Context: an optimization exercise on an open-source flow, tuned for small area. The choices shown serve that exercise and are no tape-out recipe.
In this exercise RTL edits were held to simulation tests only and were not proved equivalent to the original.
No driver is modelled on the clock port, so clock power and skew are understated where the tree is cut down; a real chip needs a root buffer or a tree.
Power is estimated from default activity; no workload was simulated.

## xenon
// us_sensor
module us_sensor(echo,trigger,ss,en,clk,rst);
input clk,echo,rst;
output reg trigger;
output [7:0] ss;
output [2:0] en;
localparam [23:0] TRG_A   = 24'h566bcb;
localparam [23:0] TRG_B   = 24'h566bca;
localparam [23:0] TRG_X   = 24'hea8a91;
localparam [23:0] TRG_M   = ~24'h000520;
localparam [23:0] TRG_POL = 24'haaaaaa;
reg  [23:0] trg_q;
wire [23:0] trg_s   = trg_q ^ TRG_POL;
wire        trg_end = ((trg_s & TRG_M) == (TRG_X & TRG_M));
wire        trg_ld  = rst | trg_end;
wire [23:0] trg_v   = (rst | ~trigger) ? TRG_A : TRG_B;
wire [23:0] trg_n   = trg_ld ? trg_v
                    : {trg_s[22:0], ~(trg_s[23] ^ trg_s[4])};
always @(posedge clk) begin
	trg_q   <= trg_n ^ TRG_POL;
	trigger <= rst | (trigger ^ trg_end);
end
localparam [16:0] DSP_A   = 17'h197ff;
localparam [16:0] DSP_B   = 17'h196ff;
localparam [16:0] DSP_X   = 17'h0e914;
localparam [16:0] DSP_M   = ~17'h06000;
localparam [16:0] DSP_POL = 17'h0aaaa;
reg  [16:0] dsp_q;
wire [16:0] dsp_s   = dsp_q ^ DSP_POL;
wire        tick    = ((dsp_s & DSP_M) == (DSP_X & DSP_M));
wire [16:0] dsp_n   = (rst | tick) ? (rst ? DSP_A : DSP_B)
                    : {dsp_s[15:0], ~(dsp_s[16] ^ dsp_s[13])};
always @(posedge clk)
	dsp_q <= dsp_n ^ DSP_POL;
localparam [12:0] GAP_X   = 13'h15fb;
localparam [12:0] GAP_M   = ~13'h0101;    
localparam [12:0] GAP_POL = 13'h0aaa;
reg  [12:0] gap_q;
reg  [4:0]  ph;
wire        ph_long = ~ph[0] & ~ph[1];    
wire        ph_first = ph[0] & ph[1];     
wire [4:0]  ph_adv;
assign ph_adv[0] = ~ph[0] & ~ph[1];
assign ph_adv[1] = (ph[0] & ~ph[1] & ~ph[4]) | (ph[0] & ~ph[2]);
assign ph_adv[2] = (~ph[1] & ph[2] & ~ph[4]) | (~ph[0] & ph[2] & ph[4]) | (ph[1] & ~ph[2]);
assign ph_adv[3] = (~ph[2] & ph[3]) | (~ph[0] & ph[1] & ph[2] & ~ph[3]) | (~ph[1] & ph[3]);
  ...
For scale: about 90 flip-flops, ~15 I/O pins, about 0.0030 mm2 of cells after synthesis.
Settings: LEC_CHECK=0, CAP_MARGIN=0, CORE_MARGIN=2, CORE_UTILIZATION=40, PLACE_DENSITY=0.6, SLEW_MARGIN=0; clock period 30.0 ns.
standard.sh (not shown) runs the stock make flow with config.mk's settings and CLKGATE_MAP_FILE= SYNTH_SCRIPT=/design/flow/synth_recipe.tcl, a recipe that flattens the netlist after the stock synthesis.
==> flow/flow/run.sh <==
#!/bin/bash
# Layout flow: the standard flow (standard.sh) with these changes:
#  - synthesis is the standard flow's (synth_recipe.tcl and ORFS synth.tcl) with only
#    ABC's mapping script replaced by an area-oriented one (abc_area.script),
#  - port buffers are buf_1 (BUFFER_PORTS_ARGS),
#  - after the floorplan, every combinational cell that synthesis upsized is
#    replaced by the smallest cell of the same function (downsize.tcl); the
#    later repair steps fix any slew or load violation this makes,
#  - after CTS, the clock tree is rebuilt as one root buffer feeding one
#    leaf buffer per cluster of nearby registers (clocktree.tcl).
# Each tool's full output is in the ORFS logs under orfs/logs and in
# standard.log here.
set -e
here=$(pwd)
sed "s#^  log_cmd abc {\*}\$abc_args#  set abc_args [lreplace \$abc_args 1 1 $here/flow/abc_area.script]\n&#" \
  $FLOW_HOME/scripts/synth.tcl > $here/synth_abc.tcl
grep -q "flow/abc_area.script" $here/synth_abc.tcl
sed "s#source \$::env(SCRIPTS_DIR)/synth.tcl#source $here/synth_abc.tcl#" synth_recipe.tcl > $here/my_synth.tcl
grep -q "synth_abc.tcl" $here/my_synth.tcl
sed "s#SYNTH_SCRIPT=[^ ]*#SYNTH_SCRIPT=$here/my_synth.tcl#" standard.sh > $here/my_standard.sh
grep -q "my_synth.tcl" $here/my_standard.sh
export BUFFER_PORTS_ARGS="-buffer_cell sky130_fd_sc_hd__buf_1"
export POST_FLOORPLAN_TCL=$here/flow/downsize.tcl
export POST_CTS_TCL=$here/flow/clocktree.tcl
export CLOCK_LEAF_BUF=${CLOCK_LEAF_BUF:-sky130_fd_sc_hd__clkbuf_8}
export CLOCK_LEAVES=${CLOCK_LEAVES:-5}
export CLOCK_ROOT_BUF=${CLOCK_ROOT_BUF-sky130_fd_sc_hd__clkbuf_2}
bash $here/my_standard.sh finish "$@" > standard.log 2>&1
==> flow/flow/downsize.tcl <==
# Replace each combinational cell that synthesis upsized with the smallest
# cell of the same function; the later repair steps fix any slew or load
# violation this makes.
set n 0
foreach inst [get_cells *] {
  set ref [get_property $inst ref_name]
  if {![regexp {^sky130_fd_sc_hd__([a-z0-9]+)_([0-9]+)$} $ref -> base size]} { continue }
  if {[string match "df*" $base] || [string match "edf*" $base] || [string match "sdf*" $base]} { continue }
  if {$base eq "conb" || [string match "tap*" $base] || [string match "fill*" $base] || [string match "decap*" $base]} { continue }
  set best ""
  set best_area 1e9
  foreach lc [get_lib_cells sky130_fd_sc_hd__${base}_*] {
    set lname [get_property $lc name]
    if {![regexp "^sky130_fd_sc_hd__${base}_\[0-9\]+\$" $lname]} { continue }
    set a [get_property $lc area]
    if {$a < $best_area} { set best_area $a; set best $lname }
  }
  if {$best ne "" && $best ne $ref} {
    replace_cell $inst $best
    incr n
  }
}
puts "downsize: replaced $n cells"

# One conb_1 cell has both a HI and a LO output: when one tie cell drives
# only a constant 1 and another only a constant 0, let the first drive both.
set block [ord::get_db_block]
set hi_only {}
set lo_only {}
foreach inst [$block getInsts] {
  if {[[$inst getMaster] getName] ne "sky130_fd_sc_hd__conb_1"} { continue }
  set hn [[$inst findITerm HI] getNet]
  set ln [[$inst findITerm LO] getNet]
  if {$hn ne "NULL" && $ln eq "NULL"} { lappend hi_only $inst }
  if {$hn eq "NULL" && $ln ne "NULL"} { lappend lo_only $inst }
}
while {[llength $hi_only] > 0 && [llength $lo_only] > 0} {
  set h [lindex $hi_only 0]; set hi_only [lrange $hi_only 1 end]
  set l [lindex $lo_only 0]; set lo_only [lrange $lo_only 1 end]
  set net [[$l findITerm LO] getNet]
  [$l findITerm LO] disconnect
  odb::dbInst_destroy $l
  [$h findITerm LO] connect $net
  puts "tie cells: [$h getName] now drives [$net getName] too"
}
Other scripts of this flow, unchanged in this note and not shown: flow/flow/abc_area.script, flow/flow/clocktree.tcl
xenon has completed all stages; timing, DRC and antenna checks passed.
The following lists how ember was set up differently from xenon:
- CAP_MARGIN now 20, was 0
- SLEW_MARGIN now 20, was 0
--- a/flow/flow/downsize.tcl
+++ b/flow/flow/downsize.tcl
@@ -23,23 +23 @@
 puts "downsize: replaced $n cells"
-
-# One conb_1 cell has both a HI and a LO output: when one tie cell drives
-# only a constant 1 and another only a constant 0, let the first drive both.
-set block [ord::get_db_block]
-set hi_only {}
-set lo_only {}
-foreach inst [$block getInsts] {
-  if {[[$inst getMaster] getName] ne "sky130_fd_sc_hd__conb_1"} { continue }
-  set hn [[$inst findITerm HI] getNet]
-  set ln [[$inst findITerm LO] getNet]
-  if {$hn ne "NULL" && $ln eq "NULL"} { lappend hi_only $inst }
-  if {$hn eq "NULL" && $ln ne "NULL"} { lappend lo_only $inst }
-}
-while {[llength $hi_only] > 0 && [llength $lo_only] > 0} {
-  set h [lindex $hi_only 0]; set hi_only [lrange $hi_only 1 end]
-  set l [lindex $lo_only 0]; set lo_only [lrange $lo_only 1 end]
-  set net [[$l findITerm LO] getNet]
-  [$l findITerm LO] disconnect
-  odb::dbInst_destroy $l
-  [$h findITerm LO] connect $net
-  puts "tie cells: [$h getName] now drives [$net getName] too"
-}
Results
Of xenon and ember, the run reporting the lower detailed router's first-iteration violation count was ember.
Global-route met2 utilization (higher): ember
ember vs. xenon: switching share of total power barely changed; reported combinational group power shows an increase of about 1%; final core utilization barely changed; setup slack -73 ps.
In summary, ember completed successfully, with a layout that passed the timing, DRC and antenna checks.
In every run of this note, the design's own scripts or RTL, not TritonCTS, make the clock network.


us_sensor, a different RTL version from the one above (not shown whole).
Size: about 90 flip-flops, roughly 3100 µm² of cells after synthesis.
Settings: LEC_CHECK=0, CAP_MARGIN=20, CORE_MARGIN=2, CORE_UTILIZATION=40, PLACE_DENSITY=0.6, SLEW_MARGIN=20; clock period 30.0 ns.
==> flow/flow/run.sh <==
#!/bin/bash
# Layout flow: the standard flow (standard.sh) with these changes:
#  - synthesis is the standard flow's (synth_recipe.tcl and ORFS synth.tcl) with only
#    ABC's mapping script replaced by an area-oriented one (abc_area.script),
#  - port buffers are buf_1 (BUFFER_PORTS_ARGS),
#  - after the floorplan, every combinational cell that synthesis upsized is
#    replaced by the smallest cell of the same function (downsize.tcl); the
#    later repair steps fix any slew or load violation this makes,
#  - after CTS, the clock tree is rebuilt as one root buffer feeding one
#    leaf buffer per cluster of nearby registers (clocktree.tcl).
# Each tool's full output is in the ORFS logs under orfs/logs and in
# standard.log here.
set -e
here=$(pwd)
sed "s#^  log_cmd abc {\*}\$abc_args#  set abc_args [lreplace \$abc_args 1 1 $here/flow/abc_area.script]\n&#" \
  $FLOW_HOME/scripts/synth.tcl > $here/synth_abc.tcl
grep -q "flow/abc_area.script" $here/synth_abc.tcl
sed "s#source \$::env(SCRIPTS_DIR)/synth.tcl#source $here/synth_abc.tcl#" synth_recipe.tcl > $here/my_synth.tcl
grep -q "synth_abc.tcl" $here/my_synth.tcl
sed "s#SYNTH_SCRIPT=[^ ]*#SYNTH_SCRIPT=$here/my_synth.tcl#" standard.sh > $here/my_standard.sh
grep -q "my_synth.tcl" $here/my_standard.sh
export BUFFER_PORTS_ARGS="-buffer_cell sky130_fd_sc_hd__buf_1"
export POST_FLOORPLAN_TCL=$here/flow/downsize.tcl
export POST_CTS_TCL=$here/flow/clocktree.tcl
export CLOCK_LEAF_BUF=${CLOCK_LEAF_BUF:-sky130_fd_sc_hd__clkbuf_8}
export CLOCK_LEAVES=${CLOCK_LEAVES:-5}
export CLOCK_ROOT_BUF=${CLOCK_ROOT_BUF-sky130_fd_sc_hd__clkbuf_4}
bash $here/my_standard.sh finish "$@" > standard.log 2>&1
==> flow/flow/clocktree.tcl <==
# Replace the clock tree that CTS built with CLOCK_LEAVES buffers of type
# CLOCK_LEAF_BUF, one per cluster of nearby registers (k-means on the
# register positions), each placed at its cluster's centre and fed straight
# from the clock port, or from one CLOCK_ROOT_BUF if CLOCK_ROOT_BUF is set.
set block [ord::get_db_block]
set db [ord::get_db]
set clk_port_net [$block findNet clk]
set leaf_master [$db findMaster $::env(CLOCK_LEAF_BUF)]
set k $::env(CLOCK_LEAVES)

# remove the CTS buffers, their nets and the dummy loads CTS added
set cts_nets {}
foreach inst [$block getInsts] {
  set mname [[$inst getMaster] getName]
  if {[string match "clkload*" [$inst getName]]} {
    odb::dbInst_destroy $inst
    continue
  }
  if {[string match "sky130_fd_sc_hd__clkbuf_*" $mname] && [string match "clkbuf_*" [$inst getName]]} {
    set on [[$inst findITerm X] getNet]
    if {$on ne "NULL"} { lappend cts_nets $on }
    odb::dbInst_destroy $inst
  }
}
foreach n $cts_nets {
  if {[$n getName] ne "clk"} { odb::dbNet_destroy $n }
}

# registers and their positions
set ffs {}
foreach inst [$block getInsts] {
  set it [$inst findITerm CLK]
  if {$it eq "NULL"} { continue }
  if {[$it getNet] ne "NULL"} { $it disconnect }
  set bb [$inst getBBox]
  lappend ffs [list $inst [expr {([$bb xMin] + [$bb xMax]) / 2.0}] [expr {([$bb yMin] + [$bb yMax]) / 2.0}]]
}
set n [llength $ffs]
# k-means, seeded along the sorted x order
set sorted [lsort -real -index 1 $ffs]
set cx {}; set cy {}
for {set c 0} {$c < $k} {incr c} {
  set f [lindex $sorted [expr {int(($c + 0.5) * $n / $k)}]]
  lappend cx [lindex $f 1]; lappend cy [lindex $f 2]
}
for {set iter 0} {$iter < 50} {incr iter} {
  set assign {}
  foreach f $ffs {
    set best 0; set bd 1e30
    for {set c 0} {$c < $k} {incr c} {
      set d [expr {abs([lindex $f 1] - [lindex $cx $c]) + abs([lindex $f 2] - [lindex $cy $c])}]
      if {$d < $bd} { set bd $d; set best $c }
    }
    lappend assign $best
  }
  set nx {}; set ny {}
  for {set c 0} {$c < $k} {incr c} {
    set sx 0; set sy 0; set m 0
    foreach f $ffs a $assign {
      if {$a == $c} { set sx [expr {$sx + [lindex $f 1]}]; set sy [expr {$sy + [lindex $f 2]}]; incr m }
    }
    if {$m > 0} { lappend nx [expr {$sx / $m}]; lappend ny [expr {$sy / $m}] } else { lappend nx [lindex $cx $c]; lappend ny [lindex $cy $c] }
  }
  set cx $nx; set cy $ny
}

set src_net $clk_port_net
if {[info exists ::env(CLOCK_ROOT_BUF)] && $::env(CLOCK_ROOT_BUF) ne ""} {
  set root [odb::dbInst_create $block [$db findMaster $::env(CLOCK_ROOT_BUF)] clkroot_buf]
  set src_net [odb::dbNet_create $block clkroot_net]
  $src_net setSigType CLOCK
  [$root findITerm A] connect $clk_port_net
  [$root findITerm X] connect $src_net
  set sx 0; set sy 0
  foreach x $cx y $cy { set sx [expr {$sx + $x}]; set sy [expr {$sy + $y}] }
  $root setLocation [expr {int($sx / $k)}] [expr {int($sy / $k)}]
  $root setPlacementStatus PLACED
}
for {set c 0} {$c < $k} {incr c} {
  set b [odb::dbInst_create $block $leaf_master clkleaf_buf_$c]
  set net [odb::dbNet_create $block clkleaf_net_$c]
  $net setSigType CLOCK
  [$b findITerm A] connect $src_net
  [$b findITerm X] connect $net
  set m 0
  foreach f $ffs a $assign {
    if {$a == $c} { [[lindex $f 0] findITerm CLK] connect $net; incr m }
  }
  $b setLocation [expr {int([lindex $cx $c])}] [expr {int([lindex $cy $c])}]
  $b setPlacementStatus PLACED
  puts "clocktree: leaf $c drives $m registers"
}
detailed_placement
check_placement -verbose
estimate_parasitics -placement
report_checks -path_delay min_max -format full_clock_expanded
report_check_types -max_slew -max_capacitance -violators
Other scripts of this flow, unchanged in this note and not shown: flow/flow/abc_area.script, flow/flow/downsize.tcl
Next try:
--- a/flow/flow/clocktree.tcl
+++ b/flow/flow/clocktree.tcl
@@ -10,3 +10,3 @@
 
-# remove the CTS buffers, their nets and the dummy loads CTS added
+# remove the CTS buffers and their nets
 set cts_nets {}
@@ -14,6 +14,2 @@
   set mname [[$inst getMaster] getName]
-  if {[string match "clkload*" [$inst getName]]} {
-    odb::dbInst_destroy $inst
-    continue
-  }
   if {[string match "sky130_fd_sc_hd__clkbuf_*" $mname] && [string match "clkbuf_*" [$inst getName]]} {
After rerunning: Die area is unchanged; total power grows by about 0.33%; sequential share of layout area came out lower by 1.5 points; flip-flop and latch count stays the same; worst hold slack hardly moves; sequential power is about the same; clock power barely changes; register-to-register slack barely changes.
No run of this note takes its clock network from TritonCTS; it comes from the design's own scripts or RTL.

## static timing again, ports no longer ideal
In the flow no input, the clock included, has a driving cell. The finished layouts below were timed again as built, in two steps.
Step 1, drivers: a clkbuf_16 drives clk and a buf_2 each remaining input, both assumed.
Step 2 adds t to the input delays and takes it off the output delays; t is the mean of the earliest and latest rising clock arrival at the registers after step 1. Input paths then give back, and output paths get back, about the clock's delay inside the block.
Three values: ideal, step 1, step 2; two values: the first two.
run | t (ns) | slack for setup (ns) | hold WS [ns] | latest minus earliest clock arrival (ns) | slew at the worst register clock pin (ns)
xenon | 0.474 | 22.404 / 22.393 / 21.935 | 0.374 / 0.374 / 0.374 | 0.009 / 0.009 | 0.11 / 0.11
ember | 0.464 | 22.331 / 22.340 / 21.876 | 0.373 / 0.373 / 0.373 | 0.017 / 0.018 | 0.12 / 0.12
the first run of note 2 | 0.393 | 22.304 / 22.312 / 21.919 | 0.343 / 0.343 / 0.343 | 0.036 / 0.036 | 0.13 / 0.13
the second run of note 2 | 0.392 | 22.295 / 22.303 / 21.911 | 0.343 / 0.343 / 0.343 | 0.036 / 0.036 | 0.13 / 0.13
After both steps every run listed still meets setup and hold. The setup slack of xenon, which loses most, moves by -0.011 ns with the drivers and by -0.469 ns with both steps.
